This design comes from an exercise in tuning for small area and a short achievable clock period on the open sky130 flow, not from production work. Function was checked by simulation only, so behaviour that the tests miss may differ from the original.

--- flow/config.mk ---
export PLATFORM = sky130hd
export DESIGN_NAME = square_extractor
export DESIGN_NICKNAME = square_extractor
export VERILOG_FILES = /design/flow/design.v
export SDC_FILE = /design/flow/constraint.sdc
export NUM_CORES = 8
export LEC_CHECK = 0
export ABC_AREA = 1
export CAP_MARGIN = 20
export CORE_MARGIN = 2
export CORE_UTILIZATION = 40
export CTS_CLUSTER_DIAMETER = 200
export CTS_CLUSTER_SIZE = 20
export SETUP_SLACK_MARGIN = 3.05
export SLEW_MARGIN = 20
--- flow/constraint.sdc ---
create_clock -name core_clock -period 5.5 [get_ports {clk}]
set_input_delay 1.1000 -clock core_clock [delete_from_list [all_inputs] [get_ports {clk}]]
set_output_delay 1.1000 -clock core_clock [all_outputs]
set_load 0.01 [all_outputs]
--- flow/design.v ---
module square_cell #(
	parameter J = 1
)(
	input  [J:0]   r,      
	input  [J-1:0] qn,     
	input  [1:0]   b,      
	output [J+1:0] nr,
	output [J:0]   nqn
);
	wire [J+2:0] d = {r, b} + {1'b1, qn, 2'b11};
	wire ge = ~d[J+2];
	assign nqn = {qn, ~ge};
	assign nr = ge ? d[J+1:0] : {r[J-1:0], b};
endmodule
module square_cell4 #(
	parameter J = 1
)(
	input  [J:0]   r,      
	input  [J-1:0] qn,     
	input  [3:0]   b,      
	output [J+2:0] nr,
	output [J+1:0] nqn
);
	wire [J+5:0] t = {1'b0, r, b};
	wire [J+5:0] d1 = t + {3'b111, qn, 3'b111};             
	wire [J+5:0] d2 = t + {2'b11, qn, 4'b1100};             
	wire [J+5:0] d3 = t + {3'b111, qn, 3'b000} + {2'b11, qn, 4'b1111};  
	wire ge1 = ~d1[J+5];
	wire ge2 = ~d2[J+5];
	wire ge3 = ~d3[J+5];
	assign nqn = {qn, ~ge2, ~((ge1 & ~ge2) | ge3)};
	assign nr = ge3 ? d3[J+2:0] : ge2 ? d2[J+2:0] : ge1 ? d1[J+2:0] : t[J+2:0];
endmodule
module square_extractor #(
	parameter WIDTH = 32
)(
	input clk,     
	input rst_n,   
	input din_valid,
	input [2 * WIDTH - 1:0]radicand,
	output dout_valid,
	output [WIDTH - 1:0]dout,
	output [2 * WIDTH - 1:0]remainder
);
	reg [2:0] qn3;
	reg [3:0] r3;
	always @(*)
		case (radicand[63:58])
			6'd0: begin qn3 = 3'd7; r3 = 4'd0; end
			6'd1: begin qn3 = 3'd6; r3 = 4'd0; end
			6'd2: begin qn3 = 3'd6; r3 = 4'd1; end
			6'd3: begin qn3 = 3'd6; r3 = 4'd2; end
			6'd4: begin qn3 = 3'd5; r3 = 4'd0; end
			6'd5: begin qn3 = 3'd5; r3 = 4'd1; end
			6'd6: begin qn3 = 3'd5; r3 = 4'd2; end
			6'd7: begin qn3 = 3'd5; r3 = 4'd3; end
			6'd8: begin qn3 = 3'd5; r3 = 4'd4; end
			6'd9: begin qn3 = 3'd4; r3 = 4'd0; end
			6'd10: begin qn3 = 3'd4; r3 = 4'd1; end
			6'd11: begin qn3 = 3'd4; r3 = 4'd2; end
			6'd12: begin qn3 = 3'd4; r3 = 4'd3; end
			6'd13: begin qn3 = 3'd4; r3 = 4'd4; end
			6'd14: begin qn3 = 3'd4; r3 = 4'd5; end
			6'd15: begin qn3 = 3'd4; r3 = 4'd6; end
			6'd16: begin qn3 = 3'd3; r3 = 4'd0; end
			6'd17: begin qn3 = 3'd3; r3 = 4'd1; end
			6'd18: begin qn3 = 3'd3; r3 = 4'd2; end
			6'd19: begin qn3 = 3'd3; r3 = 4'd3; end
			6'd20: begin qn3 = 3'd3; r3 = 4'd4; end
			6'd21: begin qn3 = 3'd3; r3 = 4'd5; end
			6'd22: begin qn3 = 3'd3; r3 = 4'd6; end
			6'd23: begin qn3 = 3'd3; r3 = 4'd7; end
			6'd24: begin qn3 = 3'd3; r3 = 4'd8; end
			6'd25: begin qn3 = 3'd2; r3 = 4'd0; end
			6'd26: begin qn3 = 3'd2; r3 = 4'd1; end
			6'd27: begin qn3 = 3'd2; r3 = 4'd2; end
			6'd28: begin qn3 = 3'd2; r3 = 4'd3; end
			6'd29: begin qn3 = 3'd2; r3 = 4'd4; end
			6'd30: begin qn3 = 3'd2; r3 = 4'd5; end
			6'd31: begin qn3 = 3'd2; r3 = 4'd6; end
			6'd32: begin qn3 = 3'd2; r3 = 4'd7; end
			6'd33: begin qn3 = 3'd2; r3 = 4'd8; end
			6'd34: begin qn3 = 3'd2; r3 = 4'd9; end
			6'd35: begin qn3 = 3'd2; r3 = 4'd10; end
			6'd36: begin qn3 = 3'd1; r3 = 4'd0; end
			6'd37: begin qn3 = 3'd1; r3 = 4'd1; end
			6'd38: begin qn3 = 3'd1; r3 = 4'd2; end
			6'd39: begin qn3 = 3'd1; r3 = 4'd3; end
			6'd40: begin qn3 = 3'd1; r3 = 4'd4; end
			6'd41: begin qn3 = 3'd1; r3 = 4'd5; end
			6'd42: begin qn3 = 3'd1; r3 = 4'd6; end
			6'd43: begin qn3 = 3'd1; r3 = 4'd7; end
			6'd44: begin qn3 = 3'd1; r3 = 4'd8; end
			6'd45: begin qn3 = 3'd1; r3 = 4'd9; end
			6'd46: begin qn3 = 3'd1; r3 = 4'd10; end
			6'd47: begin qn3 = 3'd1; r3 = 4'd11; end
			6'd48: begin qn3 = 3'd1; r3 = 4'd12; end
			6'd49: begin qn3 = 3'd0; r3 = 4'd0; end
			6'd50: begin qn3 = 3'd0; r3 = 4'd1; end
			6'd51: begin qn3 = 3'd0; r3 = 4'd2; end
			6'd52: begin qn3 = 3'd0; r3 = 4'd3; end
			6'd53: begin qn3 = 3'd0; r3 = 4'd4; end
			6'd54: begin qn3 = 3'd0; r3 = 4'd5; end
			6'd55: begin qn3 = 3'd0; r3 = 4'd6; end
			6'd56: begin qn3 = 3'd0; r3 = 4'd7; end
			6'd57: begin qn3 = 3'd0; r3 = 4'd8; end
			6'd58: begin qn3 = 3'd0; r3 = 4'd9; end
			6'd59: begin qn3 = 3'd0; r3 = 4'd10; end
			6'd60: begin qn3 = 3'd0; r3 = 4'd11; end
			6'd61: begin qn3 = 3'd0; r3 = 4'd12; end
			6'd62: begin qn3 = 3'd0; r3 = 4'd13; end
			6'd63: begin qn3 = 3'd0; r3 = 4'd14; end
			default: begin qn3 = 3'd0; r3 = 4'd0; end
		endcase
	wire [57:0] x3 = radicand[57:0];
	reg v_s0;
	reg [2:0] qn_s0;
	reg [3:0] r_s0;
	reg [57:0] x_s0;
	always @(posedge clk or negedge rst_n)
		if (!rst_n) v_s0 <= 1'b0;
		else v_s0 <= din_valid;
	always @(posedge clk) begin qn_s0 <= qn3; r_s0 <= r3; x_s0 <= x3; end
	wire [4:0] qn5;
	wire [5:0] r5;
	square_cell4 #(.J(3)) u_step3 (.r(r_s0), .qn(qn_s0), .b(x_s0[57:54]), .nr(r5), .nqn(qn5));
	wire [53:0] x5 = x_s0[53:0];
	reg v_s1;
	reg [4:0] qn_s1;
	reg [5:0] r_s1;
	reg [53:0] x_s1;
	always @(posedge clk or negedge rst_n)
		if (!rst_n) v_s1 <= 1'b0;
		else v_s1 <= v_s0;
	always @(posedge clk) begin qn_s1 <= qn5; r_s1 <= r5; x_s1 <= x5; end
	wire [6:0] qn7;
	wire [7:0] r7;
	square_cell4 #(.J(5)) u_step5 (.r(r_s1), .qn(qn_s1), .b(x_s1[53:50]), .nr(r7), .nqn(qn7));
	wire [49:0] x7 = x_s1[49:0];
	reg v_s2;
	reg [6:0] qn_s2;
	reg [7:0] r_s2;
	reg [49:0] x_s2;
	always @(posedge clk or negedge rst_n)
		if (!rst_n) v_s2 <= 1'b0;
		else v_s2 <= v_s1;
	always @(posedge clk) begin qn_s2 <= qn7; r_s2 <= r7; x_s2 <= x7; end
	wire [8:0] qn9;
	wire [9:0] r9;
	square_cell4 #(.J(7)) u_step7 (.r(r_s2), .qn(qn_s2), .b(x_s2[49:46]), .nr(r9), .nqn(qn9));
	wire [45:0] x9 = x_s2[45:0];
	reg v_s3;
	reg [8:0] qn_s3;
	reg [9:0] r_s3;
	reg [45:0] x_s3;
	always @(posedge clk or negedge rst_n)
		if (!rst_n) v_s3 <= 1'b0;
		else v_s3 <= v_s2;
	always @(posedge clk) begin qn_s3 <= qn9; r_s3 <= r9; x_s3 <= x9; end
	wire [10:0] qn11;
	wire [11:0] r11;
	square_cell4 #(.J(9)) u_step9 (.r(r_s3), .qn(qn_s3), .b(x_s3[45:42]), .nr(r11), .nqn(qn11));
	wire [41:0] x11 = x_s3[41:0];
	reg v_s4;
	reg [10:0] qn_s4;
	reg [11:0] r_s4;
	reg [41:0] x_s4;
	always @(posedge clk or negedge rst_n)
		if (!rst_n) v_s4 <= 1'b0;
		else v_s4 <= v_s3;
	always @(posedge clk) begin qn_s4 <= qn11; r_s4 <= r11; x_s4 <= x11; end
	wire [12:0] qn13;
	wire [13:0] r13;
	square_cell4 #(.J(11)) u_step11 (.r(r_s4), .qn(qn_s4), .b(x_s4[41:38]), .nr(r13), .nqn(qn13));
	wire [37:0] x13 = x_s4[37:0];
	reg v_s5;
	reg [12:0] qn_s5;
	reg [13:0] r_s5;
	reg [37:0] x_s5;
	always @(posedge clk or negedge rst_n)
		if (!rst_n) v_s5 <= 1'b0;
		else v_s5 <= v_s4;
	always @(posedge clk) begin qn_s5 <= qn13; r_s5 <= r13; x_s5 <= x13; end
	wire [13:0] qn14;
	wire [14:0] r14;
	square_cell #(.J(13)) u_step13 (.r(r_s5), .qn(qn_s5), .b(x_s5[37:36]), .nr(r14), .nqn(qn14));
	wire [35:0] x14 = x_s5[35:0];
	reg v_s6;
	reg [13:0] qn_s6;
	reg [14:0] r_s6;
	reg [35:0] x_s6;
	always @(posedge clk or negedge rst_n)
		if (!rst_n) v_s6 <= 1'b0;
		else v_s6 <= v_s5;
	always @(posedge clk) begin qn_s6 <= qn14; r_s6 <= r14; x_s6 <= x14; end
	wire [14:0] qn15;
	wire [15:0] r15;
	square_cell #(.J(14)) u_step14 (.r(r_s6), .qn(qn_s6), .b(x_s6[35:34]), .nr(r15), .nqn(qn15));
	wire [33:0] x15 = x_s6[33:0];
	reg v_s7;
	reg [14:0] qn_s7;
	reg [15:0] r_s7;
	reg [33:0] x_s7;
	always @(posedge clk or negedge rst_n)
		if (!rst_n) v_s7 <= 1'b0;
		else v_s7 <= v_s6;
	always @(posedge clk) begin qn_s7 <= qn15; r_s7 <= r15; x_s7 <= x15; end
	wire [15:0] qn16;
	wire [16:0] r16;
	square_cell #(.J(15)) u_step15 (.r(r_s7), .qn(qn_s7), .b(x_s7[33:32]), .nr(r16), .nqn(qn16));
	wire [31:0] x16 = x_s7[31:0];
	reg v_s8;
	reg [15:0] qn_s8;
	reg [16:0] r_s8;
	reg [31:0] x_s8;
	always @(posedge clk or negedge rst_n)
		if (!rst_n) v_s8 <= 1'b0;
		else v_s8 <= v_s7;
	always @(posedge clk) begin qn_s8 <= qn16; r_s8 <= r16; x_s8 <= x16; end
	wire [16:0] qn17;
	wire [17:0] r17;
	square_cell #(.J(16)) u_step16 (.r(r_s8), .qn(qn_s8), .b(x_s8[31:30]), .nr(r17), .nqn(qn17));
	wire [29:0] x17 = x_s8[29:0];
	reg v_s9;
	reg [16:0] qn_s9;
	reg [17:0] r_s9;
	reg [29:0] x_s9;
	always @(posedge clk or negedge rst_n)
		if (!rst_n) v_s9 <= 1'b0;
		else v_s9 <= v_s8;
	always @(posedge clk) begin qn_s9 <= qn17; r_s9 <= r17; x_s9 <= x17; end
	wire [17:0] qn18;
	wire [18:0] r18;
	square_cell #(.J(17)) u_step17 (.r(r_s9), .qn(qn_s9), .b(x_s9[29:28]), .nr(r18), .nqn(qn18));
	wire [27:0] x18 = x_s9[27:0];
	reg v_s10;
	reg [17:0] qn_s10;
	reg [18:0] r_s10;
	reg [27:0] x_s10;
	always @(posedge clk or negedge rst_n)
		if (!rst_n) v_s10 <= 1'b0;
		else v_s10 <= v_s9;
	always @(posedge clk) begin qn_s10 <= qn18; r_s10 <= r18; x_s10 <= x18; end
	wire [18:0] qn19;
	wire [19:0] r19;
	square_cell #(.J(18)) u_step18 (.r(r_s10), .qn(qn_s10), .b(x_s10[27:26]), .nr(r19), .nqn(qn19));
	wire [25:0] x19 = x_s10[25:0];
	reg v_s11;
	reg [18:0] qn_s11;
	reg [19:0] r_s11;
	reg [25:0] x_s11;
	always @(posedge clk or negedge rst_n)
		if (!rst_n) v_s11 <= 1'b0;
		else v_s11 <= v_s10;
	always @(posedge clk) begin qn_s11 <= qn19; r_s11 <= r19; x_s11 <= x19; end
	wire [19:0] qn20;
	wire [20:0] r20;
	square_cell #(.J(19)) u_step19 (.r(r_s11), .qn(qn_s11), .b(x_s11[25:24]), .nr(r20), .nqn(qn20));
	wire [23:0] x20 = x_s11[23:0];
	reg v_s12;
	reg [19:0] qn_s12;
	reg [20:0] r_s12;
	reg [23:0] x_s12;
	always @(posedge clk or negedge rst_n)
		if (!rst_n) v_s12 <= 1'b0;
		else v_s12 <= v_s11;
	always @(posedge clk) begin qn_s12 <= qn20; r_s12 <= r20; x_s12 <= x20; end
	wire [20:0] qn21;
	wire [21:0] r21;
	square_cell #(.J(20)) u_step20 (.r(r_s12), .qn(qn_s12), .b(x_s12[23:22]), .nr(r21), .nqn(qn21));
	wire [21:0] x21 = x_s12[21:0];
	reg v_s13;
	reg [20:0] qn_s13;
	reg [21:0] r_s13;
	reg [21:0] x_s13;
	always @(posedge clk or negedge rst_n)
		if (!rst_n) v_s13 <= 1'b0;
		else v_s13 <= v_s12;
	always @(posedge clk) begin qn_s13 <= qn21; r_s13 <= r21; x_s13 <= x21; end
	wire [21:0] qn22;
	wire [22:0] r22;
	square_cell #(.J(21)) u_step21 (.r(r_s13), .qn(qn_s13), .b(x_s13[21:20]), .nr(r22), .nqn(qn22));
	wire [19:0] x22 = x_s13[19:0];
	reg v_s14;
	reg [21:0] qn_s14;
	reg [22:0] r_s14;
	reg [19:0] x_s14;
	always @(posedge clk or negedge rst_n)
		if (!rst_n) v_s14 <= 1'b0;
		else v_s14 <= v_s13;
	always @(posedge clk) begin qn_s14 <= qn22; r_s14 <= r22; x_s14 <= x22; end
	wire [22:0] qn23;
	wire [23:0] r23;
	square_cell #(.J(22)) u_step22 (.r(r_s14), .qn(qn_s14), .b(x_s14[19:18]), .nr(r23), .nqn(qn23));
	wire [17:0] x23 = x_s14[17:0];
	reg v_s15;
	reg [22:0] qn_s15;
	reg [23:0] r_s15;
	reg [17:0] x_s15;
	always @(posedge clk or negedge rst_n)
		if (!rst_n) v_s15 <= 1'b0;
		else v_s15 <= v_s14;
	always @(posedge clk) begin qn_s15 <= qn23; r_s15 <= r23; x_s15 <= x23; end
	wire [23:0] qn24;
	wire [24:0] r24;
	square_cell #(.J(23)) u_step23 (.r(r_s15), .qn(qn_s15), .b(x_s15[17:16]), .nr(r24), .nqn(qn24));
	wire [15:0] x24 = x_s15[15:0];
	reg v_s16;
	reg [23:0] qn_s16;
	reg [24:0] r_s16;
	reg [15:0] x_s16;
	always @(posedge clk or negedge rst_n)
		if (!rst_n) v_s16 <= 1'b0;
		else v_s16 <= v_s15;
	always @(posedge clk) begin qn_s16 <= qn24; r_s16 <= r24; x_s16 <= x24; end
	wire [24:0] qn25;
	wire [25:0] r25;
	square_cell #(.J(24)) u_step24 (.r(r_s16), .qn(qn_s16), .b(x_s16[15:14]), .nr(r25), .nqn(qn25));
	wire [13:0] x25 = x_s16[13:0];
	reg v_s17;
	reg [24:0] qn_s17;
	reg [25:0] r_s17;
	reg [13:0] x_s17;
	always @(posedge clk or negedge rst_n)
		if (!rst_n) v_s17 <= 1'b0;
		else v_s17 <= v_s16;
	always @(posedge clk) begin qn_s17 <= qn25; r_s17 <= r25; x_s17 <= x25; end
	wire [25:0] qn26;
	wire [26:0] r26;
	square_cell #(.J(25)) u_step25 (.r(r_s17), .qn(qn_s17), .b(x_s17[13:12]), .nr(r26), .nqn(qn26));
	wire [11:0] x26 = x_s17[11:0];
	reg v_s18;
	reg [25:0] qn_s18;
	reg [26:0] r_s18;
	reg [11:0] x_s18;
	always @(posedge clk or negedge rst_n)
		if (!rst_n) v_s18 <= 1'b0;
		else v_s18 <= v_s17;
	always @(posedge clk) begin qn_s18 <= qn26; r_s18 <= r26; x_s18 <= x26; end
	wire [26:0] qn27;
	wire [27:0] r27;
	square_cell #(.J(26)) u_step26 (.r(r_s18), .qn(qn_s18), .b(x_s18[11:10]), .nr(r27), .nqn(qn27));
	wire [9:0] x27 = x_s18[9:0];
	reg v_s19;
	reg [26:0] qn_s19;
	reg [27:0] r_s19;
	reg [9:0] x_s19;
	always @(posedge clk or negedge rst_n)
		if (!rst_n) v_s19 <= 1'b0;
		else v_s19 <= v_s18;
	always @(posedge clk) begin qn_s19 <= qn27; r_s19 <= r27; x_s19 <= x27; end
	wire [27:0] qn28;
	wire [28:0] r28;
	square_cell #(.J(27)) u_step27 (.r(r_s19), .qn(qn_s19), .b(x_s19[9:8]), .nr(r28), .nqn(qn28));
	wire [7:0] x28 = x_s19[7:0];
	reg v_s20;
	reg [27:0] qn_s20;
	reg [28:0] r_s20;
	reg [7:0] x_s20;
	always @(posedge clk or negedge rst_n)
		if (!rst_n) v_s20 <= 1'b0;
		else v_s20 <= v_s19;
	always @(posedge clk) begin qn_s20 <= qn28; r_s20 <= r28; x_s20 <= x28; end
	wire [28:0] qn29;
	wire [29:0] r29;
	square_cell #(.J(28)) u_step28 (.r(r_s20), .qn(qn_s20), .b(x_s20[7:6]), .nr(r29), .nqn(qn29));
	wire [5:0] x29 = x_s20[5:0];
	reg v_s21;
	reg [28:0] qn_s21;
	reg [29:0] r_s21;
	reg [5:0] x_s21;
	always @(posedge clk or negedge rst_n)
		if (!rst_n) v_s21 <= 1'b0;
		else v_s21 <= v_s20;
	always @(posedge clk) begin qn_s21 <= qn29; r_s21 <= r29; x_s21 <= x29; end
	wire [29:0] qn30;
	wire [30:0] r30;
	square_cell #(.J(29)) u_step29 (.r(r_s21), .qn(qn_s21), .b(x_s21[5:4]), .nr(r30), .nqn(qn30));
	wire [3:0] x30 = x_s21[3:0];
	reg v_s22;
	reg [29:0] qn_s22;
	reg [30:0] r_s22;
	reg [3:0] x_s22;
	always @(posedge clk or negedge rst_n)
		if (!rst_n) v_s22 <= 1'b0;
		else v_s22 <= v_s21;
	always @(posedge clk) begin qn_s22 <= qn30; r_s22 <= r30; x_s22 <= x30; end
	wire [30:0] qn31;
	wire [31:0] r31;
	square_cell #(.J(30)) u_step30 (.r(r_s22), .qn(qn_s22), .b(x_s22[3:2]), .nr(r31), .nqn(qn31));
	wire [1:0] x31 = x_s22[1:0];
	reg v_s23;
	reg [30:0] qn_s23;
	reg [31:0] r_s23;
	reg [1:0] x_s23;
	always @(posedge clk or negedge rst_n)
		if (!rst_n) v_s23 <= 1'b0;
		else v_s23 <= v_s22;
	always @(posedge clk) begin qn_s23 <= qn31; r_s23 <= r31; x_s23 <= x31; end
	wire [31:0] qn32;
	wire [32:0] r32;
	square_cell #(.J(31)) u_step31 (.r(r_s23), .qn(qn_s23), .b(x_s23[1:0]), .nr(r32), .nqn(qn32));
	reg v_s24;
	reg [31:0] qn_s24;
	reg [32:0] r_s24;
	always @(posedge clk or negedge rst_n)
		if (!rst_n) v_s24 <= 1'b0;
		else v_s24 <= v_s23;
	always @(posedge clk) begin qn_s24 <= qn32; r_s24 <= r32; end
	assign dout_valid = v_s24;
	assign dout = ~qn_s24;
	assign remainder = {31'b0, r_s24};
endmodule
--- flow/run.sh ---
#!/bin/bash
# synth_recipe.tcl (not shown) runs the flow's synth.tcl, then flattens the netlist and writes it again
# the make line also repeats each setting of config.mk as NAME=value (left out here)
make -C /OpenROAD-flow-scripts/flow DESIGN_CONFIG=/design/flow/config.mk WORK_HOME=/design/flow/orfs CLKGATE_MAP_FILE= SYNTH_SCRIPT=/design/flow/synth_recipe.tcl finish
==> results of run 1 <==
## final cells by class
type | count | area, um2
tap | 2526 | 3160
fill | 19438 | 106000
clock buffer | 102 | 2400
antenna | 4 | 10.0
inverter | 1228 | 4620
timing repair buffer | 204 | 1720
clock inverter | 2 | 20.0
sequential | 1650 | 33400
multi-input combinational | 7329 | 40900
## per-layer routing
layer	vias up	global-route usage, %
met2	1708	36.0
met4	2	5.98
met1	30047	31.2
li1	33209	-
met5	-	0
met3	289	2.96
## logic make-up after synthesis
family / Yosys count / share of synthesized area (%)
AND/OR/NAND/NOR: 5283 / 28.3
flip-flops: 1650 / 42.9
buffers and inverters: 1367 / 7.21
AO/OA/AOI/OAI: 1043 / 7.35
adder cells (fa/ha/maj): 639 / 10.7
XOR/XNOR: 312 / 3.55
other: 1 / 0.00485
## worst max-delay path, cell delays in order, from the launching register on
cell	delay, ns
dfxtp_4	0.38
fa_1	0.53
ha_4	0.30
inv_2	0.05
o21bai_1	0.19
nand3_1	0.16
nand3_4	0.16
a21oi_2	0.08
buf_6	0.15
buf_6	0.13
nand2_2	0.06
inv_2	0.03
nand2_1	0.05
nand2_1	0.05
## synthesized netlist by cell type (5+ instances only)
cell type  number  share of area [%]
a21o_1         38               0.37
xnor2_1        62               0.70
nand2_4        12               0.17
buf_6          15               0.22
a211oi_1        5              0.049
xor2_1        248                2.8
nand2_2        41               0.33
o211ai_1       14               0.14
nand3b_1       15               0.15
nand4_1       173                1.4
dfrtp_1        25               0.81
o21ai_1        17               0.11
nand3_2        14               0.18
nor4_1          8              0.065
nor3_1         86               0.56
o21bai_1       61               0.59
nand2_1      3502                 17
o21ai_0       282                1.8
fa_1           40                1.0
ha_1          599                9.7
buf_2          48               0.31
a21boi_0       14               0.14
inv_1        1222                5.9
a21oi_1       562                3.6
or2_2          17               0.14
nor2_1        624                3.0
buf_4          73               0.71
and2_1         22               0.18
o21a_1         17               0.17
nand3_1       751                4.9
a31oi_1        10              0.081
a21oi_2         6              0.068
dfxtp_1      1625                 42
## path summary, 6_finish.rpt
kind / start / endpoint / slack, ns / cells after the start
min in group asynchronous: rst_n / v_s24$_DFF_PN0_ / 0.73 / 2
max reg2reg: qn_s4[2]$_DFF_P_ / r_s5[11]$_DFF_P_ / 3.07 / 13
min reg2reg: x_s7[18]$_DFF_P_ / x_s8[18]$_DFF_P_ / 0.30 / 0
min: x_s7[18]$_DFF_P_ / x_s8[18]$_DFF_P_ / 0.30 / 0
max in group asynchronous: rst_n / v_s2$_DFF_PN0_ / 4.52 / 2
max: qn_s4[2]$_DFF_P_ / r_s5[11]$_DFF_P_ / 3.07 / 13
## timing repair
item	4_1_cts	5_1_grt
cloned	6	15
pin swaps	14	64
endpoints found under the hold margin	0	0
setup endpoints to repair	541	497
buffers inserted	18	48
resized for setup	471	339
## sequential cells by signal, summed over array words and instances, names as in the netlist, 28 cells and up
signal  flops
x_s6       36
x_s3       46
r_s20      29
r_s23      32
qn_s22     30
qn_s23     31
x_s5       38
x_s0       58
x_s1       54
r_s24      33
x_s8       32
qn_s20     28
qn_s21     29
x_s7       34
r_s19      28
x_s2       50
r_s22      31
qn_s24     32
r_s21      30
x_s9       30
x_s10      28
x_s4       42
## per-stage QoR
stage / hold slack [ns] / cell area (um2) / util, %
4_1_cts: 0.308 / 84000 / 43.7
5_1_grt: 0.317 / 86200 / 44.8
3_5_place_dp: 0.312 / 81000 / 42.1
2_1_floorplan: 0.310 / 77400 / -
3_3_place_gp: 0.310 / 81000 / 42.1
6_report: 0.303 / 86200 / 44.8
==> flow_summary.ini, run 1 <==
[layout]
stdcell_count = 13045
drive_above_1_share_pct = 6.89
final_cell_mix = nand2_1, dfxtp_1, inv_1
layout.nets = 11211
layout_commonest_cell = nand2_1
area_delta_synth_final_pct = 11.4

[drt]
drc = 0
wl_met2_mm = 102
drt-initial-drc-count = 5193
dr_wl_met3_mm = 13.4
viasPerCell = 5.00
wl_met1_mm = 108
routedWlPerCell_um = 17.6
drt_pre_antenna_iters = 7
routed.top_layer = met5
vias = 65255
wl_mm = 229
antenna_left = 0

[timing]
hold_violations = 0
final_max_slew_viol_count = 0
slew_headroom_pct = 48.6
worst_slew_pin_slew_ns = 0.770
grt_setup_unrepaired = true
period_needed_ns = 2.43
final.setup.worst_slack_ns = 3.07
setup_viol_count_final = 0
timing.fmax_mhz = 411
skew_ns = 0.0491
timing.setup.tns_ns = 0
post-route-period-util_pct = 44.3

[grt]
grt_pass1_wl_mm = 347
antenna_found_initial = 8
grt_overflow = 0
first_global_vias = 61211
grt_usage_pct = 22.3
grt_max_degree = 35

[cts]
cts_root_buf = clkbuf_16
clock_sinks = 1650
clk_latency_ns = 0.77
cts_tree = yes
cts_buffers = 92
clockBufferDepth = 3
clk_pin_slew_ns = 0.10
ctsHtreeMaxLevel = 3
cts_hold_buf = 0

[worst_setup_path]
crit_type = reg -> reg
critPathLaunchType = flip-flop
arrival_ns = 3.09
required_ns = 6.15
worstSetupEndpointType = flip-flop
path_max_fanout = 5

[die]
ios = 164
core_area_um2 = 192000
initial_core_util_pct = 40.2
die-area_um2 = 197000
row_count = 161
die_h_um = 444
die_w_um = 444

[yosys]
syn_area_per_cell_um2 = 7.51
synth-main-ff-cell = dfxtp_1
synthDistinctLibCells = 55
synth_edf_count = 0
netlist_instances = 10295
async_flop_share_pct = 1.52
yosysSeqAreaShare_pct = 42.9
synth.cell_area_um2 = 77300
ys_ff_latch = 1650
yosysWarnings = 1

[outcome]
outcome = finished clean

[placement]
post-place-ws_ns = 2.44
gp_congestion = 0.956
dpl.hpwl_mm = 180
port_buffers = 132
dp.cells = 12850

[hold_path]
hold_path.class = reg -> reg

[run]
maxCapViolCount = 0
==> run 2: changes to the inputs <==
--- a/flow/config.mk
+++ b/flow/config.mk
@@ -9,7 +9,7 @@
 export CAP_MARGIN = 20
 export CORE_MARGIN = 2
 export CORE_UTILIZATION = 40
-export CTS_CLUSTER_DIAMETER = 200
-export CTS_CLUSTER_SIZE = 20
+export CTS_CLUSTER_DIAMETER = 300
+export CTS_CLUSTER_SIZE = 16
 export SETUP_SLACK_MARGIN = 3.05
 export SLEW_MARGIN = 20
==> run 2 against run 1 <==
Net effect:
- still clean on timing, DRC and antenna
- final area grew 0.27%
- via count grew 0.19%
- sequential share of layout area shrank 0.13 points
- non-clock buffer count shrank 21
- flip-flop and latch count is the same
- global-route usage is essentially flat
- routed wire length is essentially flat
- clock skew grew 0.015 ns
- critical endpoint unchanged
- largest cell class unchanged
==> flow_summary.ini, run 2 <==
[grt]
grt_pass1_wl_mm = 348
antenna_found_initial = 7
first_global_vias = 61378
grt_max_degree = 35
grt_usage_pct = 22.3
grt_overflow = 0

[timing]
hold_violations = 0
setup_viol_count_final = 0
slew_headroom_pct = 49.3
post-route-period-util_pct = 44.7
final_max_slew_viol_count = 0
skew_ns = 0.0642
grt_setup_unrepaired = true
timing.fmax_mhz = 407
timing.setup.tns_ns = 0
period_needed_ns = 2.46
hold_slack_ns = 0.282
worst_slew_pin_slew_ns = 0.753

[worst_setup_path]
worstSetupEndpointType = flip-flop
path_max_fanout = 7
arrival_ns = 3.16
crit_type = reg -> reg
critPathLaunchType = flip-flop
required_ns = 6.20

[layout]
regArea_um2 = 33300
final_cell_mix = nand2_1, dfxtp_1, inv_1
layout_commonest_cell = nand2_1
area_delta_synth_final_pct = 11.8
layout.nets = 11209
multiInputGateArea_um2 = 40700
largestRegisters = x_s0: 58 flops, x_s1: 54 flops, x_s2: 50 flops
fillers = 19416
drive_above_1_share_pct = 6.74
largest_register_ffs = 58
regMostFlops = x_s0

[placement]
gp_congestion = 0.956
port_buffers = 132
dpl.hpwl_mm = 180

[cts]
clk_latency_ns = 0.81
clock_sinks = 1650
cts_root_buf = clkbuf_16
clk_pin_slew_ns = 0.08
clockBufferDepth = 3
ctsHtreeMaxLevel = 3
cts_hold_buf = 0
cts_buffers = 113
cts_tree = yes

[yosys]
synth_area_leaders = dfxtp_1, nand2_1, ha_1
synthTopCellsByCount = nand2_1, dfxtp_1, inv_1, nand3_1, nor2_1
synth_top_area_cell = dfxtp_1
synth.cell_area_um2 = 77300
synth_top_area_share_pct = 42.1
ys_ff_latch = 1650
netlist_instances = 10295
synth_edf_count = 0
yosysSeqAreaShare_pct = 42.9
yosysWarnings = 1
async_flop_share_pct = 1.52
synthDistinctLibCells = 55
syn_area_per_cell_um2 = 7.51
synth-main-ff-cell = dfxtp_1
synth.most_common_cell = nand2_1

[drt]
viasPerCell = 5.01
drc = 0
wl_mm = 229
antenna_left = 0
routedWlPerCell_um = 17.6
drt-initial-drc-count = 5076
drt_pre_antenna_iters = 10
vias = 65381

[run]
maxCapViolCount = 0

[die]
ios = 164
die_w_um = 444
row_count = 161
initial_core_util_pct = 40.2
die_h_um = 444
core_area_um2 = 192000
die-area_um2 = 197000

[outcome]
outcome = finished clean

[hold_path]
hold_path.class = reg -> reg
## run 2: cell count changes in the layout (fill, tap and decap cells not counted), moves of 6 or more
cell       previous run  this run
inv_2                15        24
inv_1              1209      1200
nand3_2              26        20
ha_1                556       573
ha_4                 30        15
buf_4                51        41
clkbuf_16            95       113
buf_2                66        55
nand3_1             717       724
## run 2: final timing paths
| path | endpoint | slack (ns) | from | cells past startpoint |
|---|---|---|---|---|
| min in group asynchronous | v_s7$_DFF_PN0_ | 0.69 | rst_n | 2 |
| max in group asynchronous | v_s10$_DFF_PN0_ | 4.56 | rst_n | 2 |
| setup reg to reg | r_s5[11]$_DFF_P_ | 3.04 | r_s4[6]$_DFF_P_ | 11 |
| setup / recovery | r_s5[11]$_DFF_P_ | 3.04 | r_s4[6]$_DFF_P_ | 11 |
| hold / removal | x_s9[24]$_DFF_P_ | 0.28 | x_s8[24]$_DFF_P_ | 0 |
| hold reg to reg | x_s9[24]$_DFF_P_ | 0.28 | x_s8[24]$_DFF_P_ | 0 |
## run 2: cell families (layout without fill, tap and decap cells)
kind of cell / count (synthesis) / after routing / synth area share (%)
compound gates: 1043 / 1043 / 7.35
xor+xnor: 312 / 312 / 3.55
fa+ha+maj: 639 / 639 / 10.7
buf+inv: 1367 / 1542 / 7.21
flops: 1650 / 1650 / 42.9
other cells: 1 / 33 / 0.00485
simple gates: 5283 / 5302 / 28.3
## run 2: through the flow
stage | setup WS, ns | instance area (um2) | std cells | utilization, %
6_report | 3.04 | 86400 | 13047 | 44.9
5_1_grt | 2.94 | 86400 | 13045 | 44.9
4_1_cts | 2.91 | 84600 | 13000 | 44.0
3_5_place_dp | 2.44 | 81000 | 12850 | 42.1
3_3_place_gp | 2.51 | 81000 | 12847 | 42.1
2_1_floorplan | 3.13 | 77400 | 10325 | -
## run 2: cell type report
type,count,area share [%]
multi-input cells,7327,47.1
repair buffers,183,1.79
inverters,1228,5.34
clock inverters,8,0.235
flip-flops and latches,1650,38.6
well taps,2526,3.66
clock buffers,123,3.32
diodes,2,0.00579
## run 2: worst max-delay path, cell delays in order, from the launching register on
cell,delay [ns]
dfxtp_2,0.37
fa_1,0.49
ha_2,0.41
inv_1,0.11
nor4_4,0.39
a21oi_2,0.12
buf_6,0.16
buf_6,0.12
nand2_2,0.06
inv_2,0.03
nand2_1,0.05
nand2_1,0.05
## run 2: what timing repair did
action | 4_1_cts | 5_1_grt
setup buffers | 13 | 32
cloned | 6 | 13
endpoints found under the setup margin | 525 | 497
gates resized for setup | 474 | 320
pin swaps | 15 | 56
## run 2: metal layers
layer / global-route usage [%] / part of all wire (%) / up-vias
met1: 31.2 / 47 / 30123
met5: 0 / 0.0031 / -
met4: 5.83 / 2.6 / 2
met2: 36.0 / 45 / 1738
met3: 3.12 / 5.8 / 312
li1: - / - / 33206
==> run 3: changes to the inputs <==
==> flow/flow/run.sh (new file) <==
#!/bin/bash
# Own flow: the standard layout (standard.sh), except that synthesis maps
# the combinational logic with flow/abc.script (see flow/synth.tcl).  Each
# step's full output goes to a log file of its own in this folder.
set -euo pipefail
W=$(pwd)
export OWN_WORK=$W
export OWN_ABC_SCRIPT=$W/flow/abc.script
for step in synth floorplan place cts route finish; do
  bash standard.sh SYNTH_SCRIPT=$W/flow/synth.tcl $step > $W/$step.log 2>&1
done
==> flow/flow/abc.script (new file) <==
strash
dch
map -D 900
topo
stime -c
buffer -c
upsize -c
dnsize -c
==> flow/flow/synth.tcl (new file) <==
# The standard flow's synthesis script (synth_recipe.tcl in the work folder), with Yosys's
# abc pass run on flow/abc.script instead of ORFS's script.  Only the mapping
# of the combinational logic changes; the flip-flops and their names are the
# standard synthesis's.
proc abc {args} {
  set i [lsearch $args -script]
  lset args [expr {$i + 1}] $::env(OWN_ABC_SCRIPT)
  puts "own flow: abc $args"
  yosys abc {*}$args
}
source $::env(OWN_WORK)/synth_recipe.tcl
==> flow/standard.sh (new file) <==
#!/bin/bash
# synth_recipe.tcl (not shown) runs the flow's synth.tcl, then flattens the netlist and writes it again
# the make line also repeats each setting of config.mk as NAME=value (left out here)
make -C /OpenROAD-flow-scripts/flow DESIGN_CONFIG=/design/flow/config.mk WORK_HOME=/design/flow/orfs CLKGATE_MAP_FILE= SYNTH_SCRIPT=/design/flow/synth_recipe.tcl "${@:-finish}"
--- a/flow/config.mk
+++ b/flow/config.mk
@@ -9,7 +9,7 @@
 export CAP_MARGIN = 20
 export CORE_MARGIN = 2
 export CORE_UTILIZATION = 40
-export CTS_CLUSTER_DIAMETER = 300
-export CTS_CLUSTER_SIZE = 16
+export CTS_CLUSTER_DIAMETER = 250
+export CTS_CLUSTER_SIZE = 25
 export SETUP_SLACK_MARGIN = 3.05
 export SLEW_MARGIN = 20
removed: flow/run.sh
==> run 3 against run 2 <==
Net effect:
- still clean on timing, DRC and antenna
- global-route usage up 1.3 points
- final cell count shrank 12%
- final area decreased by 0.78%
- clock-buffer cell count down 43
- first-iteration DRC count up 3.6%
- fmax hardly changed
- highest routed layer is now met4
==> flow_summary.ini, run 3 <==
[timing]
timing.fmax_mhz = 407
timing.setup.tns_ns = 0
skew_ns = 0.0346
worst_slew_pin_slew_ns = 0.786
period_needed_ns = 2.46
final_max_slew_viol_count = 0
grt_setup_unrepaired = true
setup_viol_count_final = 0
post-route-period-util_pct = 44.7
slew_headroom_pct = 46.9
hold_violations = 0
hold_slack_ns = 0.303

[hold_path]
hold_path.class = reg -> reg

[worst_setup_path]
startpoint = r_s14[13]$_DFF_P_
r2r_cells = 9
crit_slowest_cell = ha_1
rr_startpoint = r_s14[13]$_DFF_P_
path_depth = 9
path_max_fanout = 7
crit_type = reg -> reg
path_buf_inv = 2
required_ns = 6.10
arrival_ns = 3.06
cp_top_family = simple AND/OR/NAND/NOR gates
critPathLaunchType = flip-flop
worstSetupEndpointType = flip-flop
slowest_delay_ns = 0.40
endpoint = r_s15[0]$_DFF_P_
reg2reg_to = r_s15[0]$_DFF_P_
rrSetupSlack_ns = 3.04
crit_chain = ha_1 -> nand2_1 -> nor2_4 -> inv_1 -> nor3_4 -> nand3b_4 -> o211ai_4 -> buf_4 -> xnor3_1

[grt]
grt_max_degree = 32
grt_pass1_wl_mm = 355
grt_usage_pct = 23.6
first_global_vias = 60251
antenna_found_initial = 3
grt_overflow = 0

[die]
row_count = 158
core_area_um2 = 186000
initial_core_util_pct = 40.3
die-area_um2 = 191000
ios = 164
die_h_um = 437
die_w_um = 437

[layout]
layout_commonest_cell = dfxtp_1
largest_register_ffs = 58
fin_util_pct = 46.2
regMostFlops = x_s0
final_cell_mix = dfxtp_1, nand2_1, inv_1
largestRegisters = x_s0: 58 flops, x_s1: 54 flops, x_s2: 50 flops
final_area_um2 = 85700
fillers = 17995
area_delta_synth_final_pct = 14.6
drive_above_1_share_pct = 13.3
layout.nets = 9754

[placement]
port_buffers = 132
dpl.hpwl_mm = 181
placed_cell_area_um2 = 78200
gp_congestion = 0.977

[outcome]
outcome = finished clean

[cts]
cts_root_buf = clkbuf_16
clk_pin_slew_ns = 0.11
clk_latency_ns = 0.76
cts_hold_buf = 0
ctsHtreeMaxLevel = 3
cts_buffers = 75
clockBufferDepth = 3
cts_tree = yes
clock_sinks = 1650

[yosys]
synth_area_leaders = dfxtp_1, ha_1, nand2_1
yosysSeqAreaShare_pct = 44.3
synth_top_area_share_pct = 43.5
synth_top_area_cell = dfxtp_1
netlist_instances = 8777
synth.most_common_cell = dfxtp_1
synth.cell_area_um2 = 74800
synthDistinctLibCells = 94
ys_ff_latch = 1650
synth_edf_count = 0
yosysWarnings = 1
async_flop_share_pct = 1.52
syn_area_per_cell_um2 = 8.53
synthTopCellsByCount = dfxtp_1, nand2_1, inv_1, a21oi_1, nand3_1
synth-main-ff-cell = dfxtp_1

[drt]
drt-initial-drc-count = 5261
drc = 0
viasPerCell = 5.50
drt_pre_antenna_iters = 6
wl_mm = 238
antenna_left = 0
routedWlPerCell_um = 20.6
vias = 63474

[run]
maxCapViolCount = 0
## run 3: cell count changes after synthesis, sizes merged, moves of 55 or more
| cell | before | now |
|---|---|---|
| nand4 | 173 | 269 |
| o211ai | 14 | 84 |
| nor2 | 629 | 507 |
| o21ai | 302 | 783 |
| nand3b | 15 | 89 |
| nand3 | 766 | 687 |
| a21oi | 568 | 731 |
| xor2 | 249 | 177 |
| nand2 | 3555 | 1491 |
| buf | 136 | 191 |
| inv | 1226 | 756 |
## run 3: how the worst min path moves through the flow
stage / startpoint / end / slack, ns / depth (start not counted)
after floorplan: x_s9[0]$_DFF_P_ / x_s10[0]$_DFF_P_ / 0.31 / 0
after global placement: x_s6[11]$_DFF_P_ / x_s7[11]$_DFF_P_ / 0.31 / 0
after detailed placement: x_s9[10]$_DFF_P_ / x_s10[10]$_DFF_P_ / 0.31 / 0
after CTS: x_s11[1]$_DFF_P_ / x_s12[1]$_DFF_P_ / 0.32 / 0
after global routing: x_s0[9]$_DFF_P_ / x_s1[9]$_DFF_P_ / 0.33 / 0
final: x_s9[23]$_DFF_P_ / x_s10[23]$_DFF_P_ / 0.30 / 0
## run 3: cells by family (layout without fill, tap and decap cells)
logic type	count (synthesis)	after routing	synth area share, %
simple gates	3237	3265	19.7
compound gates	2012	2022	16.1
flops	1650	1650	44.3
buf+inv	961	1173	5.54
fa+ha+maj	639	639	11.1
xor+xnor	277	277	3.33
other cells	1	32	0.00501
## run 3: worst register-to-register path: stages (launching register included)
cell	delay [ns]
dfxtp_1	0.35
ha_1	0.40
nand2_1	0.16
nor2_4	0.17
inv_1	0.11
nor3_4	0.19
nand3b_4	0.18
o211ai_4	0.27
buf_4	0.21
xnor3_1	0.26
## run 3: cell type report
type	instances	area [um2]	area share, %
diodes	1	2.50	0.00292
clock buffers	80	1920	2.24
clock inverters	6	115	0.134
inverters	760	2880	3.36
multi-input cells	6234	41400	48.3
flip-flops and latches	1650	33400	39.0
well taps	2480	3100	3.62
repair buffers	326	2900	3.38
repair inverters	1	5.00	0.00584
## run 3: layer usage
layer	vias up	part of all wire [%]	track usage [%]
li1	30834	-	-
met1	30098	45	32.1
met2	2095	46	38.9
met3	447	5.5	2.73
met4	0	3.8	8.02
met5	-	0	0
## run 3: stage by stage
step | instances | setup slack (ns)
after floorplan | 8807 | 3.08
after global placement | 11233 | 2.22
after detailed placement | 11233 | 2.25
after CTS | 11425 | 2.99
after global routing | 11537 | 2.94
final | 11538 | 3.04
## run 3: repair_timing
item / CTS / global route
setup buffers: 79 / 96
gates resized for setup: 714 / 505
pin swaps: 65 / 104
endpoints found under the setup margin: 549 / 508
gates cloned: 27 / 16
==> run 4: changes to the inputs <==
==> flow/flow/abc.script (replaced) <==
strash
dch
map -B 0.9
topo
stime -c
buffer -c
upsize -c
dnsize -c
==> flow/flow/synth.tcl (replaced) <==
# The standard flow's synthesis script (synth_recipe.tcl in the work folder), without
# Yosys's extract_fa step (ORFS's mapping of full and half adders onto the
# library's fa/ha cells) and with Yosys's abc pass run on flow/abc.script.
# Only the mapping of the combinational logic changes; the flip-flops and
# their names are the standard synthesis's.
proc extract_fa {args} { puts "own flow: extract_fa skipped" }
proc abc {args} {
  set i [lsearch $args -script]
  lset args [expr {$i + 1}] $::env(OWN_ABC_SCRIPT)
  puts "own flow: abc $args"
  yosys abc {*}$args
}
source $::env(OWN_WORK)/synth_recipe.tcl
==> run 4 against run 3 <==
Net effect:
- utilization decreased by 2.3 points
- via count up 12%
- clock-buffer cell count is 1 higher
- largest cell class unchanged
- first-iteration DRC count increased by 7.6%
- global-route usage fell by 1.1 points
- critical path depth shrank 7
- highest routed layer unchanged
- final area is 1.8% lower
- routed wire length shrank 1.9%
==> flow_summary.ini, run 4 <==
[worst_setup_path]
crit_chain = inv_2 -> buf_6
reg2reg_to = r_s22[27]$_DFF_P_
rrSetupSlack_ns = 3.15
crit_type = reg -> out
rr_startpoint = r_s21[21]$_DFF_P_
worstSetupEndpointType = output port
slowest_delay_ns = 0.38
r2r_cells = 12
critPathLaunchType = flip-flop
arrival_ns = 1.30
required_ns = 4.40
crit_slowest_cell = dfxtp_2
path_max_fanout = 1
startpoint = qn_s24[11]$_DFF_P_

[yosys]
yosysSeqAreaShare_pct = 43.0
netlist_instances = 11713
synth.most_common_cell = nand2_1
ys_ff_latch = 1650
yosysWarnings = 1
synth_area_leaders = dfxtp_1, nand2_1, nor2_1
synth_top_area_cell = dfxtp_1
synthTopCellsByCount = nand2_1, dfxtp_1, nor2_1, inv_1, nand3_1
synth_edf_count = 0
synth.cell_area_um2 = 77100
syn_area_per_cell_um2 = 6.58
synth_top_area_share_pct = 42.2
async_flop_share_pct = 1.52
synth-main-ff-cell = dfxtp_1
synthDistinctLibCells = 51

[die]
die_w_um = 443
row_count = 161
die-area_um2 = 196000
initial_core_util_pct = 40.2
die_h_um = 443
core_area_um2 = 192000
ios = 164

[placement]
port_buffers = 132
gp_congestion = 0.971
dpl.hpwl_mm = 183

[grt]
first_global_vias = 65314
grt_use_met3_pct = 2.16
grt_usage_pct = 22.5
grt_max_degree = 46
grt_pass1_wl_mm = 354
antenna_found_initial = 3
grt_overflow = 0
use_met1_pct = 30.1
busiest_layer = met2
grt.met2_usage_pct = 38.1

[layout]
layout.nets = 11929
largestRegisters = x_s0: 58 flops, x_s1: 54 flops, x_s2: 50 flops
final_cell_mix = nand2_1, dfxtp_1, inv_1
drive_above_1_share_pct = 5.04
fillers = 20080
regMostFlops = x_s0
area_delta_synth_final_pct = 9.21
layout_commonest_cell = nand2_1
largest_register_ffs = 58

[timing]
hold_slack_ns = 0.294
final_max_slew_viol_count = 0
skew_ns = 0.0384
timing.setup.tns_ns = 0
post-route-period-util_pct = 43.6
grt_setup_unrepaired = true
slew_headroom_pct = 54.7
worst_slew_pin_slew_ns = 0.672
period_needed_ns = 2.40
setup_viol_count_final = 0
timing.fmax_mhz = 417
hold_violations = 0

[drt]
drt_pre_antenna_iters = 6
wl_mm = 234
viasPerCell = 4.93
drc = 0
routedWlPerCell_um = 16.2
vias = 71043
drt-initial-drc-count = 5662
antenna_left = 0

[cts]
cts_root_buf = clkbuf_16
cts_buffers = 75
clk_pin_slew_ns = 0.11
ctsHtreeMaxLevel = 3
cts_tree = yes
clk_latency_ns = 0.76
clock_sinks = 1650
clockBufferDepth = 3
cts_hold_buf = 0

[outcome]
outcome = finished clean

[run]
maxCapViolCount = 0

[hold_path]
hold_path.class = in -> async
-- run 4: layer usage --
metal / wire [um] / share of wire, % / vias to the layer above
met2: 107000 / 46 / 1859
met5: 0 / 0 / -
met4: 7260 / 3.1 / 0
li1: - / - / 36601
met3: 12200 / 5.2 / 329
met1: 107000 / 46 / 32254
-- run 4: cells by family after synthesis --
kind of cell	count (synthesis)	share of synthesized area, %
compound gates	1175	8.37
xor+xnor	342	3.88
buf+inv	1624	8.60
flops	1650	43.0
other cells	1	0.00486
simple gates	6921	36.1
-- run 4: timing repair --
action,in CTS,in global routing
endpoints found under the setup margin,429,468
cloned,4,29
pin swaps,4,31
buffers inserted,4,15
resized for setup,350,277
-- run 4: worst max-delay path by stage --
stage                              to  depth (start not counted)
detailed placement  r_s19[11]$_DFF_P_                         10
floorplan             r_s0[1]$_DFF_P_                          7
CTS                          dout[11]                          2
global placement    r_s19[11]$_DFF_P_                         10
global route        r_s16[18]$_DFF_P_                         15
finish                       dout[11]                          2
-- run 4: final cells by class --
cell class                 instances  area (um2)  share of cell area [%]
multi-input combinational       8502       39000                    46.3
tap                             2526        3160                    3.75
timing repair buffer             153        1240                    1.48
clock inverter                     5        55.1                  0.0654
antenna                            4        10.0                  0.0119
sequential                      1650       33300                    39.5
inverter                        1480        5560                    6.61
clock buffer                      81        1940                    2.31
-- run 4: worst max-delay path, delay by kind of cell (launching register included) --
kind	cells	cell delay, ns
buf+inv	2	0.15
flops	1	0.38
-- run 4: metrics by stage --
step           worst slack (ns)  util (%)  cells  cell area (um2)
2_1_floorplan              3.58         -  11743            77200
4_1_cts                    2.82      43.1  14353            82700
3_3_place_gp               2.64      42.0  14259            80600
3_5_place_dp               2.63      42.0  14259            80600
5_1_grt                    3.00      43.9  14399            84200
6_report                   3.10      43.9  14401            84200
==> run 5: changes to the inputs <==
--- a/flow/config.mk
+++ b/flow/config.mk
@@ -9,7 +9,7 @@
 export CAP_MARGIN = 20
 export CORE_MARGIN = 2
 export CORE_UTILIZATION = 40
-export CTS_CLUSTER_DIAMETER = 250
-export CTS_CLUSTER_SIZE = 25
+export CTS_CLUSTER_DIAMETER = 200
+export CTS_CLUSTER_SIZE = 20
 export SETUP_SLACK_MARGIN = 3.05
 export SLEW_MARGIN = 20
==> run 5 against run 4 <==
Net effect:
- still clean on timing, DRC and antenna
- flip-flop and latch count unchanged
- via count about the same
- sequential share of layout area down 0.14 points
- global-route usage up 0.10 points
- clock-buffer cell count up 18
- first-iteration DRC count down 0.19%
- largest cell class unchanged
==> flow_summary.ini, run 5 <==
[outcome]
outcome = finished clean

[timing]
post-route-period-util_pct = 43.7
grt_setup_unrepaired = true
hold_violations = 0
skew_ns = 0.0424
timing.setup.tns_ns = 0
hold_slack_ns = 0.295
slew_headroom_pct = 57.2
final_max_slew_viol_count = 0
setup_viol_count_final = 0
worst_slew_pin_slew_ns = 0.636
period_needed_ns = 2.40
timing.fmax_mhz = 416

[drt]
antenna_left = 0
drt-initial-drc-count = 5651
vias = 71062
routedWlPerCell_um = 16.2
wl_mm = 233
drc = 0
viasPerCell = 4.93
drt_pre_antenna_iters = 6

[hold_path]
hold_path.class = in -> async

[yosys]
synth_top_family_by_area = simple AND/OR/NAND/NOR gates
ys_ff_latch = 1650
synthDistinctLibCells = 51
synth_compound_area_share_pct = 8.37
yosysSeqAreaShare_pct = 43.0
synth_edf_count = 0
synth_area_leaders = dfxtp_1, nand2_1, nor2_1
synth.cell_area_um2 = 77100
syn_area_per_cell_um2 = 6.58
synth_fa_ha_area_share_pct = 0
yosysWarnings = 1
synthSimpleGateAreaFrac_pct = 36.1
async_flop_share_pct = 1.52
synth-main-ff-cell = dfxtp_1
synth_top_area_share_pct = 42.2
synth_top_area_cell = dfxtp_1
synth_xor_area_share_pct = 3.88
muxShareOfSynthArea_pct = 0
synth.most_common_cell = nand2_1
synthTopCellsByCount = nand2_1, dfxtp_1, nor2_1, inv_1, nand3_1
netlist_instances = 11713

[layout]
regMostFlops = x_s0
regArea_um2 = 33300
drive_above_1_share_pct = 5.12
layout_commonest_cell = nand2_1
final_cell_mix = nand2_1, dfxtp_1, inv_1
layout.nets = 11936
area_delta_synth_final_pct = 9.62
multiInputGateArea_um2 = 38900
largest_register_ffs = 58
fillers = 20028
largestRegisters = x_s0: 58 flops, x_s1: 54 flops, x_s2: 50 flops

[worst_setup_path]
r2r_cells = 13
arrival_ns = 1.30
worstSetupEndpointType = output port
critPathLaunchType = flip-flop
crit_type = reg -> out
required_ns = 4.40
path_max_fanout = 1

[cts]
clk_pin_slew_ns = 0.09
clockBufferDepth = 3
cts_buffers = 92
cts_root_buf = clkbuf_16
clock_sinks = 1650
clk_latency_ns = 0.78
ctsHtreeMaxLevel = 3
cts_tree = yes

[grt]
busiest_layer = met2
grt_use_met3_pct = 2.32
grt_pass1_wl_mm = 356
grt_max_degree = 46
grt.met2_usage_pct = 38.3
use_met1_pct = 30.1
first_global_vias = 65497
grt_usage_pct = 22.6
antenna_found_initial = 3
grt_overflow = 0

[placement]
port_buffers = 132
dpl.hpwl_mm = 183
gp_congestion = 0.971

[die]
ios = 164
die-area_um2 = 196000
core_area_um2 = 192000
row_count = 161
die_w_um = 443
die_h_um = 443
initial_core_util_pct = 40.2

[run]
maxCapViolCount = 0
==> run 5: final cells by class <==
cell class | count | area share [%]
diodes | 3 | 0.00888
multi-input cells | 8497 | 46.0
repair buffers | 148 | 1.40
flip-flops and latches | 1650 | 39.3
clock buffers | 99 | 2.83
clock inverters | 5 | 0.0681
well taps | 2526 | 3.74
inverters | 1480 | 6.58
==> run 5: worst paths after layout <==
check	endpoint	startpoint	slack, ns
min	v_s23$_DFF_PN0_	rst_n	0.30
min reg2reg	x_s9[20]$_DFF_P_	x_s8[20]$_DFF_P_	0.30
max	dout[11]	qn_s24[11]$_DFF_P_	3.10
max reg2reg	r_s16[18]$_DFF_P_	qn_s15[20]$_DFF_P_	3.15
min in group core_clock	x_s9[20]$_DFF_P_	x_s8[20]$_DFF_P_	0.30
max in group asynchronous	v_s7$_DFF_PN0_	rst_n	4.86
==> run 5: what timing repair did <==
action	in CTS	in global routing
setup endpoints to repair	426	466
hold buffers	0	0
resized for setup	346	282
buffers inserted	4	10
pin swaps	4	31
cloned	4	24
==> run 5: through the flow <==
stage	setup slack [ns]	utilization, %	std cells	area [um2]
2_1_floorplan	3.58	-	11743	77200
3_3_place_gp	2.64	42.0	14259	80600
3_5_place_dp	2.63	42.0	14259	80600
4_1_cts	2.82	43.3	14371	83200
5_1_grt	3.00	44.0	14407	84500
6_report	3.10	44.0	14408	84500
==> run 5: logic make-up after synthesis <==
group / count (synthesis)
simple gates: 6921
flops: 1650
buf+inv: 1624
compound gates: 1175
xor+xnor: 342
other cells: 1
==> run 5: critical path, cell delays in order, from the launching register on <==
cell and delay (ns):
dfxtp_2 0.37, inv_2 0.05, buf_6 0.11
==> run 5: per-layer routing <==
metal / vias up / part of all wire [%] / wire [um]
met5: - / 0 / 0
met4: 0 / 3.2 / 7460
met3: 347 / 5.2 / 12100
met2: 1838 / 46 / 107000
met1: 32296 / 46 / 107000
li1: 36581 / - / -

static timing again, ports no longer ideal:
No port has a modelled driver above. Below, the same layouts with a new extraction and two added sets of constraints.
Step 1 assumes that a clkbuf_16 drives the clock port and a buf_2 every other input.
Step 2 times the ports against the registers' clock, not the clock port: input delays grow and output delays shrink by t, the midpoint of the rising clock arrivals with the driver on.
a / b / c = no drivers / after step 1 / after step 2; a / b = the first two.
run | t (ns) | slack for setup (ns) | worst slew at a driven data input, ns | cell pins on the clock port's net
run 1 | 0.830 | 3.066 / 3.042 / 2.629 | 0.12 | 1
run 2 | 0.863 | 3.044 / 3.030 / 2.651 | 0.12 | 1
run 3 | 0.826 | 3.043 / 3.019 / 2.460 | 0.11 | 1
run 4 | 0.831 | 3.100 / 3.014 / 2.952 | 0.08 | 1
run 5 | 0.838 | 3.098 / 3.012 / 2.953 | 0.08 | 1
After both steps every run listed still meets setup and hold. The setup slack of run 3, which loses most, moves by -0.024 ns with the drivers and by -0.583 ns with both steps.
